This design comes from an exercise in tuning for small area, a short achievable clock period and few clock cycles per item on the open sky130 flow, not from production work. RTL that was checked went through simulation tests only; none was proved equivalent to the original. Only the layout flow was run in runs 2 to 4; the RTL was not checked for function there.

==> flow/design.v (outline; a module is shown in full before it is edited, if it fits) <==
// module ysyx_041461_CSA: 10 lines
// module ysyx_041461_PGn: 11 lines
// module ysyx_041461_PGp: 11 lines
// module ysyx_041461_HA: 9 lines
// module ysyx_041461_MUL: 1814 lines
module ysyx_041461_MUL(
    input  wire   [0:0]  clk             ,
    input  wire   [0:0]  rst             ,
    input  wire   [0:0]  MUL_valid_in    ,
    input  wire   [1:0]  MUL_signed      ,
    input  wire   [63:0] MUL_multiplicand,
    input  wire   [63:0] MUL_multiplier  ,
    output wire   [0:0]  MUL_valid_out   ,
    output wire   [63:0] MUL_result_hi   ,
    output wire   [63:0] MUL_result_lo
);
  // ...
==> flow/run.sh <==
#!/bin/bash
# synth_recipe.tcl (not shown) runs the flow's synth.tcl, then flattens the netlist and writes it again
# the make line also repeats each setting of config.mk as NAME=value (left out here)
make -C /OpenROAD-flow-scripts/flow DESIGN_CONFIG=/design/flow/config.mk WORK_HOME=/design/flow/orfs CLKGATE_MAP_FILE= SYNTH_SCRIPT=/design/flow/synth_recipe.tcl finish
==> flow/config.mk <==
export PLATFORM = sky130hd
export DESIGN_NAME = ysyx_041461_MUL
export DESIGN_NICKNAME = ysyx_041461_MUL
export VERILOG_FILES = /design/flow/design.v
export SDC_FILE = /design/flow/constraint.sdc
export NUM_CORES = 4
export LEC_CHECK = 0
export CAP_MARGIN = 20
export CELL_PAD_IN_SITES_DETAIL_PLACEMENT = 1
export CELL_PAD_IN_SITES_GLOBAL_PLACEMENT = 2
export CORE_MARGIN = 2
export CORE_UTILIZATION = 30
export SETUP_SLACK_MARGIN = 5
export SLEW_MARGIN = 20
export SYNTH_HIERARCHICAL = 1
==> flow/constraint.sdc <==
create_clock -name core_clock -period 8.0 [get_ports {clk}]
set_input_delay 1.6000 -clock core_clock [delete_from_list [all_inputs] [get_ports {clk}]]
set_output_delay 1.6000 -clock core_clock [all_outputs]
set_load 0.01 [all_outputs]
==> summary.txt, run 1 <==
status: timing/DRC/antenna clean
Inserted Diodes: 2
most common cell after layout, fill and taps aside: dfxtp_1
CP Launch Point: Q[40]
overall routing resource usage: 0.198
met2 wire length: 43600 um
Worst Tran Pin Value: 0.920 ns
gpl congestion: 0.841
I/O Buffers: 261
first-pass GRT wire length: 129000 um
# nets final: 2835
worst hold path type: flip-flop to flip-flop
cell depth of the worst setup path: 1
Worst Setup EP: MUL_result_lo[38]
vias in the first global route: 19400
top routing layer used: met4
Synth Warn #: 7
DRC viols: 0
Initial DRC Count: 891
multi-input combinational area share: 0.527
grt met1 use: 0.259
hold depth: 0
Logic inverters: 35
vias per cell: 4.99
CP cell instances: dlygate4sd2_1
# Max-Cap Violations: 0
post-synthesis instance area: 25200 um2
routed wl met3: 2680 um
Clock buffer cells: 75
fin crit period: 2.93 ns
clock-pin slew on the worst setup and hold paths: 0.06 ns
area delta synth->final: 19.1%
Critical Path Max Stage Delay: 0.40 ns
Testbench counts, summed over its fixed seeds: cycles 26,400, items 2,400.
==> inputs of run 2 (changes only) <==
--- a/flow/design.v
+++ b/flow/design.v
@@ -70,32 +70,39 @@
 reg first_r2;
 always @(posedge clk or posedge rst) begin
     if (rst) first_r2 <= {1{1'b1}};
     else     first_r2 <= idle & MUL_valid_in;
 end
 assign first[2] = first_r2;
 wire m01_in = ~MUL_signed[1] & MUL_signed[0];
 reg [64:0] X;
-reg        m01_r, ext_r;
+reg        m01_r, ext_r, b0_r;
 always @(posedge clk) begin
     X     <= {MUL_signed[1] & MUL_multiplicand[63], MUL_multiplicand};
     m01_r <= m01_in;
+    b0_r  <= MUL_multiplier[0] & ~m01_in;
     ext_r <= MUL_signed[1] & MUL_signed[0] & MUL_multiplier[63];
 end
 reg [63:0] Q;
 wire [7:0] chunk;
 always @(posedge clk) begin
-    if (idle) Q <= MUL_multiplier;
-    else      Q <= {chunk, Q[63:8]};
+    Q <= {chunk, Q[63:8]};
 end
 wire [8:0] win_in = {MUL_multiplier[8:1], 1'b0};
-wire [8:0] win_q  = {ph[7] ? ext_r : Q[16], Q[15:8]};
-wire [8:0] win    = idle ? win_in : win_q;
-wire       mz     = idle ? m01_in : m01_r;
+wire [64:0] Bx = {MUL_signed[1] & MUL_signed[0] & MUL_multiplier[63], MUL_multiplier};
+wire [8:0] win    = ({9{idle}} & win_in) |
+                     ({9{ph[1]}} & Bx[16:8]) |
+                     ({9{ph[2]}} & Bx[24:16]) |
+                     ({9{ph[3]}} & Bx[32:24]) |
+                     ({9{ph[4]}} & Bx[40:32]) |
+                     ({9{ph[5]}} & Bx[48:40]) |
+                     ({9{ph[6]}} & Bx[56:48]) |
+                     ({9{ph[7]}} & Bx[64:56]);
+wire       mz     = m01_in;
 wire [3:0] enc_neg, enc_one, enc_two;
 genvar e;
 generate for (e = 0; e < 4; e = e + 1) begin : enc
     assign enc_neg[e] = ~mz & win[2*e+2];
     assign enc_one[e] = ~mz & (win[2*e+1] ^ win[2*e]);
     assign enc_two[e] = ~mz & ((win[2*e+2] & ~win[2*e+1] & ~win[2*e]) |
                                (~win[2*e+2] & win[2*e+1] & win[2*e]));
 end endgenerate
@@ -379,17 +386,17 @@
 assign pp3[61] = ((Xs[61] & sel_one2[3]) | (X2[61] & sel_two2[3])) ^ sel_neg2[3];
 assign pp3[62] = ((Xs[62] & sel_one2[3]) | (X2[62] & sel_two2[3])) ^ sel_neg2[3];
 assign pp3[63] = ((Xs[63] & sel_one2[3]) | (X2[63] & sel_two2[3])) ^ sel_neg2[3];
 assign pp3[64] = ((Xs[64] & sel_one2[3]) | (X2[64] & sel_two2[3])) ^ sel_neg2[3];
 assign pp3[65] = ~((X[64] & (sel_one2[3] | sel_two2[3])) ^ sel_neg2[3]);
 wire [2:0] neg_in = sel_neg0[2:0];
 reg [75:0] S, C;
 reg        n3;
-wire       b0 = Q[0] & ~m01_r;
+wire       b0 = b0_r;
 wire       q0 = b0 & X[64];
 wire [66:0] b0row = {~q0, q0, q0, X[63:0] & {64{b0}}};
 wire [69:0] s_in, c_in;
 assign s_in[0] = S[8] & ~first[0];
 assign c_in[0] = first[0] ? 1'b0 : C[8];
 assign s_in[1] = S[9] & ~first[0];
 assign c_in[1] = first[0] ? 1'b0 : C[9];
 assign s_in[2] = S[10] & ~first[0];
==> summary.txt, run 2 <==
RSZ-0062 raised after global routing: true (was false)
Pins Over Slew Limit: 0 (unchanged)
Tcrit/Tclk final: 0.363 (was 0.366)
Hold Crit Endpoint: Q[37] (was ph[5])
hpwl dp: 64800 um (was 66000 um)
# nets final: 2869 (was 2835)
Core Region: 80700 um2 (was 83400 um2)
number of fill cells: 8795 (was 9011)
CP cell instances: a22oi_1 -> xnor2_1 -> fa_1 -> fa_1 -> fa_1 (was dlygate4sd2_1)
chip height: 290 um (was 294 um)
vias per cell: 4.98 (was 4.99)
overall routing resource usage: 0.200 (was 0.198)
Top Registers: C (75), S (75), hi (66) (unchanged)
Root Buffer: clkbuf_16 (unchanged)
hold_sp: Q[45] (was ph[4])
I/O Buffers: 261 (unchanged)
Clock Path Buffers: 3 (unchanged)
Worst setup EP type: flip-flop (was output port)
most frequent cells in the layout: dfxtp_1, xnor2_1, a22oi_1, fa_1, a21oi_2 (was dfxtp_1, xnor2_1, fa_1, a22oi_1, a21oi_2)
DRC viols: 0 (unchanged)
Slew headroom: 0.466 (was 0.387)
vias in the first global route: 19300 (was 19400)
worst-path fanout max: 22 (was 2)
Die Wd: 290 um (was 294 um)
Worst Tran Pin Value: 0.800 ns (was 0.920 ns)
Crit Path Class: flip-flop to flip-flop (was flip-flop to output port)
Starting Density: 0.303 (was 0.302)
fin crit period: 2.90 ns (was 2.93 ns)
Synth Area per Inst: 11.0 um2 (was 11.2 um2)
H-tree depth: 2 (unchanged)
I/O pin count: 262 (unchanged)
largest net degree at the start of global routing: 62 (was 80)
f_max: 345 MHz (was 342 MHz)
clk sinks: 395 (was 396)
ANT nets after route: 0 (unchanged)
reg2reg end: C[62] (was C[56])
Synth Instances: 2233 (was 2248)
critical path required time: 8.46 ns (was 6.40 ns)
share of cells above drive strength 1: 0.152 (was 0.182)
Setup violations, final: 0 (unchanged)
first-pass GRT wire length: 126000 um (was 129000 um)
via count: 17400 (about the same)
Placed Cells: 3397 (was 3362)
grt ovf: 0 (unchanged)
WP data arrival: 3.36 ns (was 1.33 ns)
Synth Warn #: 7 (unchanged)
worst hold slack: 0.344 ns (was 0.348 ns)
clock-pin slew on the worst setup and hold paths: 0.06 ns (about the same)
Sum Neg Setup Slack: 0 ns (unchanged)
Num CTS Buffers: 49 (was 51)
Rows: 104 (was 106)
DRT Pass-1 Iters: 5 (unchanged)
Setup Buffers After CTS: 0 (was 11)
cell mode on critical path: fa_1
# Max-Cap Violations: 0 (unchanged)
Fin. Hold Viols: 0 (unchanged)
worst reg2reg path startpoint: sel_two2[3] (was sel_one2[2])
status: timing/DRC/antenna clean (unchanged)
Post-Route WL: 83800 um (was 85800 um)
clock latency (worst-skew pair): 0.59 ns (was 0.62 ns)
CTS tree: done (unchanged)
worst hold path type: flip-flop to flip-flop (unchanged)
Worst R2R Setup Slack: 5.10 ns (was 5.08 ns)
hold buffers post-CTS: 0 (unchanged)
Clock Skews: 0.0151 ns (was 0.0464 ns)
gpl congestion: 0.811 (was 0.841)
initial antenna violation count: 1 (was 6)
Critical Path Max Stage Delay: 0.85 ns (was 0.40 ns)
final instance area: 29500 um2 (was 30000 um2)
crit path launch type: flip-flop (unchanged)
WL per Instance: 24.0 um (was 24.7 um)
post-synthesis instance area: 24500 um2 (was 25200 um2)
die area: 83800 um2 (was 86300 um2)
area delta synth->final: 20.5% (was 19.1%)
placed instance area: 27800 um2 (was 28000 um2)
cells on worst reg2reg path: 5 (unchanged)
fin cells: 3492 (was 3480)
CP max-delay cell: dfstp_2 (was dfxtp_1)
hold depth: 0 (unchanged)
Initial DRC Count: 850 (was 891)
most common cell after layout, fill and taps aside: dfxtp_1 (unchanged)
==> run 2: through the flow <==
stage,utilization,setup WS [ns]
3_3_place_gp,0.344,4.52
6_report,0.365,5.10
4_1_cts,0.364,5.01
3_5_place_dp,0.345,4.50
5_1_grt,0.365,4.98
2_1_floorplan,-,5.04
==> run 2: what timing repair did <==
| item | in CTS | in global routing |
|---|---|---|
| setup endpoints to repair | 250 | 56 |
| gates resized for setup | 148 | 13 |
| cloned | 0 | 2 |
| endpoints found under the hold margin | 0 | 0 |
| pin swaps | 0 | 2 |
==> run 2: worst max-delay path by stage <==
stage / from / cells past startpoint / slack, ns / to
2_1_floorplan: ph[1] / 10 / 5.04 / C[9]
3_3_place_gp: b0_r / 8 / 4.52 / C[9]
3_5_place_dp: first_r1 / 7 / 4.50 / C[38]
4_1_cts: S[1] / 9 / 5.01 / hi[47]
5_1_grt: S[1] / 9 / 4.98 / hi[47]
6_report: sel_two2[3] / 5 / 5.10 / C[62]
==> run 2: layout make-up <==
class                   instances  area (um2)  share of cell area
repair buffers                281        2650              0.0899
clock inverters                34         358              0.0121
diodes                          1        2.50           0.0000849
multi-input cells            1595       15400               0.522
flip-flops and latches        395        8150               0.276
inverters                      68         258             0.00874
well taps                    1060        1330              0.0450
clock buffers                  58        1350              0.0459
==> run 2: critical path, delay by kind of cell (launching register included) <==
family / cells / cell delay (ns)
AO/OA/AOI/OAI: 1 / 0.19
adder cells (fa/ha/maj): 3 / 1.53
flip-flops: 1 / 0.85
XOR/XNOR: 1 / 0.19
==> run 2: metal layers <==
layer	track usage	wire length (um)	vias up	share of wire
li1	-	-	7864	-
met1	0.263	36600	9008	0.44
met2	0.347	41700	446	0.50
met3	0.0306	4050	83	0.048
met4	0.0422	1480	0	0.018
met5	0	0	-	0
==> inputs of run 3 (changes only) <==
--- a/flow/config.mk
+++ b/flow/config.mk
@@ -12,2 +12,4 @@
 export CORE_UTILIZATION = 30
+export CTS_CLUSTER_DIAMETER = 100
+export CTS_CLUSTER_SIZE = 30
 export SETUP_SLACK_MARGIN = 5
==> summary.txt, run 3 <==
Hold Crit Endpoint: Q[51] (was Q[37])
Synth Area per Inst: 11.0 um2 (unchanged)
overall routing resource usage: 0.197 (was 0.200)
f_max: 342 MHz (was 345 MHz)
Rows: 104 (unchanged)
status: timing/DRC/antenna clean (unchanged)
clock latency (worst-skew pair): 0.62 ns (was 0.59 ns)
Synth Instances: 2233 (unchanged)
Pins Over Slew Limit: 0 (unchanged)
via count: 17200 (was 17400)
gpl congestion: 0.811 (unchanged)
post-synthesis instance area: 24500 um2 (unchanged)
die area: 83800 um2 (unchanged)
vias per cell: 4.99 (was 4.98)
reg2reg end: C[9] (was C[62])
worst hold path type: flip-flop to flip-flop (unchanged)
Worst setup EP type: flip-flop (unchanged)
ANT nets after route: 0 (unchanged)
Slew headroom: 0.453 (was 0.466)
chip height: 290 um (unchanged)
Crit Path Class: flip-flop to flip-flop (unchanged)
DRT Pass-1 Iters: 6 (was 5)
Initial DRC Count: 965 (was 850)
WL per Instance: 24.1 um (was 24.0 um)
Top Registers: C (75), S (75), hi (66) (unchanged)
Clock Skews: 0.0263 ns (was 0.0151 ns)
pre-CTS WS: 4.50 ns (unchanged)
number of fill cells: 8825 (was 8795)
hold depth: 0 (unchanged)
critical path required time: 8.47 ns (was 8.46 ns)
Post-Route WL: 83200 um (was 83800 um)
Sum Neg Setup Slack: 0 ns (unchanged)
share of cells above drive strength 1: 0.137 (was 0.152)
cells on worst reg2reg path: 5 (unchanged)
Tcrit/Tclk final: 0.366 (was 0.363)
worst reg2reg path startpoint: sel_one0[2] (was sel_two2[3])
first-pass GRT wire length: 125000 um (was 126000 um)
Worst Tran Pin Value: 0.821 ns (was 0.800 ns)
# nets final: 2847 (was 2869)
area delta synth->final: 17.8% (was 20.5%)
clk sinks: 395 (unchanged)
hold buffers post-CTS: 0 (unchanged)
Setup violations, final: 0 (unchanged)
fin cells: 3449 (was 3492)
Placed Cells: 3397 (unchanged)
setup ws final: 5.07 ns (was 5.10 ns)
Num CTS Buffers: 27 (was 49)
CTS tree: done (unchanged)
grt ovf: 0 (unchanged)
Starting Density: 0.303 (unchanged)
Worst R2R Setup Slack: 5.07 ns (was 5.10 ns)
most common cell after layout, fill and taps aside: dfxtp_1 (unchanged)
WP data arrival: 3.40 ns (was 3.36 ns)
I/O Buffers: 261 (unchanged)
Fin. Hold Viols: 0 (unchanged)
initial antenna violation count: 1 (unchanged)
# Max-Cap Violations: 0 (unchanged)
vias in the first global route: 18900 (was 19300)
Die Wd: 290 um (unchanged)
hold_sp: Q[59] (was Q[45])
Core Region: 80700 um2 (unchanged)
RSZ-0062 raised after global routing: false (was true)
crit path launch type: flip-flop (unchanged)
fin crit period: 2.93 ns (was 2.90 ns)
most frequent cells in the layout: dfxtp_1, xnor2_1, a22oi_1, fa_1 (was dfxtp_1, xnor2_1, a22oi_1, fa_1, a21oi_2)
Synth Warn #: 7 (unchanged)
worst-path fanout max: 22 (unchanged)
Clock Path Buffers: 3 (unchanged)
H-tree depth: 1 (was 2)
clock-pin slew on the worst setup and hold paths: 0.11 ns (was 0.06 ns)
DRC viols: 0 (unchanged)
largest net degree at the start of global routing: 62 (unchanged)
I/O pin count: 262 (unchanged)
Root Buffer: clkbuf_16 (unchanged)
hpwl dp: 64800 um (unchanged)
[run 3: metal layers]
layer | wire length [um] | vias up | part of all wire | track usage
met2 | 41500 | 378 | 0.50 | 0.346
met1 | 37000 | 8969 | 0.44 | 0.262
met5 | 0 | - | 0 | 0
met3 | 3320 | 60 | 0.040 | 0.0252
met4 | 1330 | 0 | 0.016 | 0.0342
li1 | - | 7797 | - | -
[run 3: how the worst max path moves through the flow]
stage | cells past startpoint | startpoint | endpoint
2_1_floorplan | 10 | ph[1] | C[9]
3_3_place_gp | 8 | b0_r | C[9]
3_5_place_dp | 7 | first_r1 | C[38]
4_1_cts | 5 | sel_two1[3] | C[39]
5_1_grt | 5 | first_r2 | C[61]
6_report | 5 | sel_one0[2] | C[9]
[run 3: area by class of cell]
type	instances	area, um2	share of cell area
Multi-Input combinational cell	1595	15400	0.534
Antenna cell	2	5.00	0.000174
Tap cell	1060	1330	0.0460
Clock inverter	20	365	0.0127
Sequential cell	395	8140	0.282
Inverter	68	258	0.00894
Timing Repair Buffer	281	2650	0.0920
Clock buffer	28	689	0.0239
[run 3: worst max-delay path, cell delays in order, from the launching register on]
cell     delay [ns]
dfxtp_2        0.85
a22oi_1        0.22
xnor2_1        0.25
fa_2           0.49
fa_1           0.40
fa_1           0.53
[run 3: metrics by stage]
| step | util | hold slack, ns | cell area [um2] |
|---|---|---|---|
| 3_5_place_dp | 0.345 | 0.337 | 27800 |
| 6_report | 0.357 | 0.343 | 28800 |
| 2_1_floorplan | - | 0.329 | 24500 |
| 4_1_cts | 0.356 | 0.346 | 28700 |
| 3_3_place_gp | 0.344 | 0.336 | 27800 |
| 5_1_grt | 0.357 | 0.355 | 28800 |
[run 3: repair_timing]
item / CTS / global route
buffers inserted: 0 / 0
hold endpoints to repair: 0 / 0
gates cloned: 0 / 2
pin swaps: 0 / 1
setup endpoints to repair: 252 / 59
resized for setup: 147 / 14
==> inputs of run 4 (changes only) <==
--- a/flow/config.mk
+++ b/flow/config.mk
@@ -13,3 +13,3 @@
 export CTS_CLUSTER_DIAMETER = 100
-export CTS_CLUSTER_SIZE = 30
+export CTS_CLUSTER_SIZE = 25
 export SETUP_SLACK_MARGIN = 5
==> summary.txt, run 4 <==
status: timing/DRC/antenna clean (unchanged)
Clock Path Buffers: 3 (unchanged)
Worst R2R Setup Slack: 5.08 ns (was 5.07 ns)
WL per Instance: 24.2 um (was 24.1 um)
clk sinks: 395 (unchanged)
largest net degree at the start of global routing: 62 (unchanged)
I/O Buffers: 261 (unchanged)
Crit Path Class: flip-flop to flip-flop (unchanged)
via count: 17200 (about the same)
CP cell instances: xnor2_1 -> fa_1 -> fa_1 -> fa_1 (was a22oi_1 -> xnor2_1 -> fa_2 -> fa_1 -> fa_1)
Synth Area per Inst: 11.0 um2 (unchanged)
hold depth: 0 (unchanged)
ANT nets after route: 0 (unchanged)
cell mode on critical path: fa_1 (unchanged)
Worst setup EP type: flip-flop (unchanged)
Slew headroom: 0.464 (was 0.453)
f_max: 342 MHz (about the same)
cell depth of the worst setup path: 4 (was 5)
Setup violations, final: 0 (unchanged)
reg2reg end: C[62] (was C[9])
cells on worst reg2reg path: 4 (was 5)
combined area of the multi-input logic cells: 15400 um2 (about the same)
hold buffers post-CTS: 0 (unchanged)
Setup Buffers After CTS: 0 (unchanged)
fin crit period: 2.92 ns (was 2.93 ns)
worst hold slack: 0.351 ns (was 0.343 ns)
Fin. Hold Viols: 0 (unchanged)
share of cells above drive strength 1: 0.137 (about the same)
vias in the first global route: 18900 (about the same)
first-pass GRT wire length: 125000 um (about the same)
worst hold path type: flip-flop to flip-flop (unchanged)
worst-path fanout max: 22 (unchanged)
hpwl dp: 64800 um (unchanged)
Top Registers: C (75), S (75), hi (66) (unchanged)
number of fill cells: 8832 (was 8825)
Critical Path Max Stage Delay: 1.04 ns (was 0.85 ns)
worst reg2reg path startpoint: sel_neg2[2] (was sel_one0[2])
post-synthesis instance area: 24500 um2 (unchanged)
Num CTS Buffers: 27 (unchanged)
Core Region: 80700 um2 (unchanged)
Crit path max-delay family: adder cells (unchanged)
WP data arrival: 3.41 ns (was 3.40 ns)
Initial DRC Count: 845 (was 965)
critical path required time: 8.49 ns (was 8.47 ns)
# nets final: 2848 (was 2847)
crit path launch type: flip-flop (unchanged)
Worst Setup EP: C[62] (was C[9])
Post-Route WL: 83400 um (was 83200 um)
Bufs and invs on worst path: 0 (unchanged)
most common cell after layout, fill and taps aside: dfxtp_1 (unchanged)
clock-pin slew on the worst setup and hold paths: 0.10 ns (was 0.11 ns)
setup ws final: 5.08 ns (was 5.07 ns)
Rows: 104 (unchanged)
gpl congestion: 0.811 (unchanged)
Root Buffer: clkbuf_16 (unchanged)
DRT Pass-1 Iters: 5 (was 6)
clock latency (worst-skew pair): 0.62 ns (about the same)
overall routing resource usage: 0.197 (about the same)
# Max-Cap Violations: 0 (unchanged)
Tcrit/Tclk final: 0.365 (was 0.366)
DRC viols: 0 (unchanged)
storage element area: 8140 um2 (unchanged)
area delta synth->final: 17.8% (about the same)
vias per cell: 5.00 (was 4.99)
Clock Skews: 0.0204 ns (was 0.0263 ns)
Synth Warn #: 7 (unchanged)
initial antenna violation count: 1 (unchanged)
Starting Density: 0.303 (unchanged)
most frequent cells in the layout: dfxtp_1, xnor2_1, a22oi_1, fa_1 (unchanged)
grt ovf: 0 (unchanged)
die area: 83800 um2 (unchanged)
CP Launch Point: sel_neg2[2] (was sel_one0[2])
CP max-delay cell: dfstp_2 (was dfxtp_2)
I/O pin count: 262 (unchanged)
Pins Over Slew Limit: 0 (unchanged)
CTS tree: done (unchanged)
pre-CTS WS: 4.50 ns (unchanged)
Synth Instances: 2233 (unchanged)
Die Wd: 290 um (unchanged)
RSZ-0062 raised after global routing: true (was false)
chip height: 290 um (unchanged)
Sum Neg Setup Slack: 0 ns (unchanged)
Worst Tran Pin Value: 0.804 ns (was 0.821 ns)
H-tree depth: 1 (unchanged)
run 4: repair_timing:
action | 4_1_cts | 5_1_grt
pin swaps | 0 | 2
resized for setup | 145 | 16
cloned | 0 | 3
endpoints found under the setup margin | 250 | 71
run 4: routing by layer:
metal | up-vias | track usage | share of wire
met5 | - | 0 | 0
met4 | 0 | 0.0329 | 0.013
met3 | 58 | 0.0246 | 0.040
met2 | 373 | 0.347 | 0.50
met1 | 9001 | 0.261 | 0.45
li1 | 7803 | - | -
run 4: worst min-delay path by stage:
| stage | startpoint | endpoint | slack, ns |
|---|---|---|---|
| 3_3_place_gp | Q[12] | Q[4] | 0.34 |
| 6_report | Q[37] | Q[29] | 0.35 |
| 4_1_cts | Q[26] | Q[18] | 0.35 |
| 5_1_grt | Q[37] | Q[29] | 0.36 |
| 3_5_place_dp | Q[26] | Q[18] | 0.34 |
| 2_1_floorplan | sel_neg0[3] | n3 | 0.33 |
run 4: layout make-up:
type                    instances  area share
clock inverters                18      0.0108
repair buffers                281      0.0920
diodes                          2    0.000174
flip-flops and latches        395       0.283
clock buffers                  30      0.0249
well taps                    1060      0.0460
multi-input cells            1596       0.534
inverters                      68     0.00895
run 4: metrics by stage:
step	cells	util	instance area [um2]
6_report	3450	0.357	28800
5_1_grt	3448	0.357	28800
4_1_cts	3445	0.356	28700
3_3_place_gp	3396	0.344	27800
2_1_floorplan	2237	-	24500
3_5_place_dp	3397	0.345	27800
run 4: worst reg2reg max path: cells and delay by family (launching register included):
family	cells	cell delay [ns]
XOR/XNOR	1	0.24
flip-flops	1	1.04
adder cells (fa/ha/maj)	3	1.52
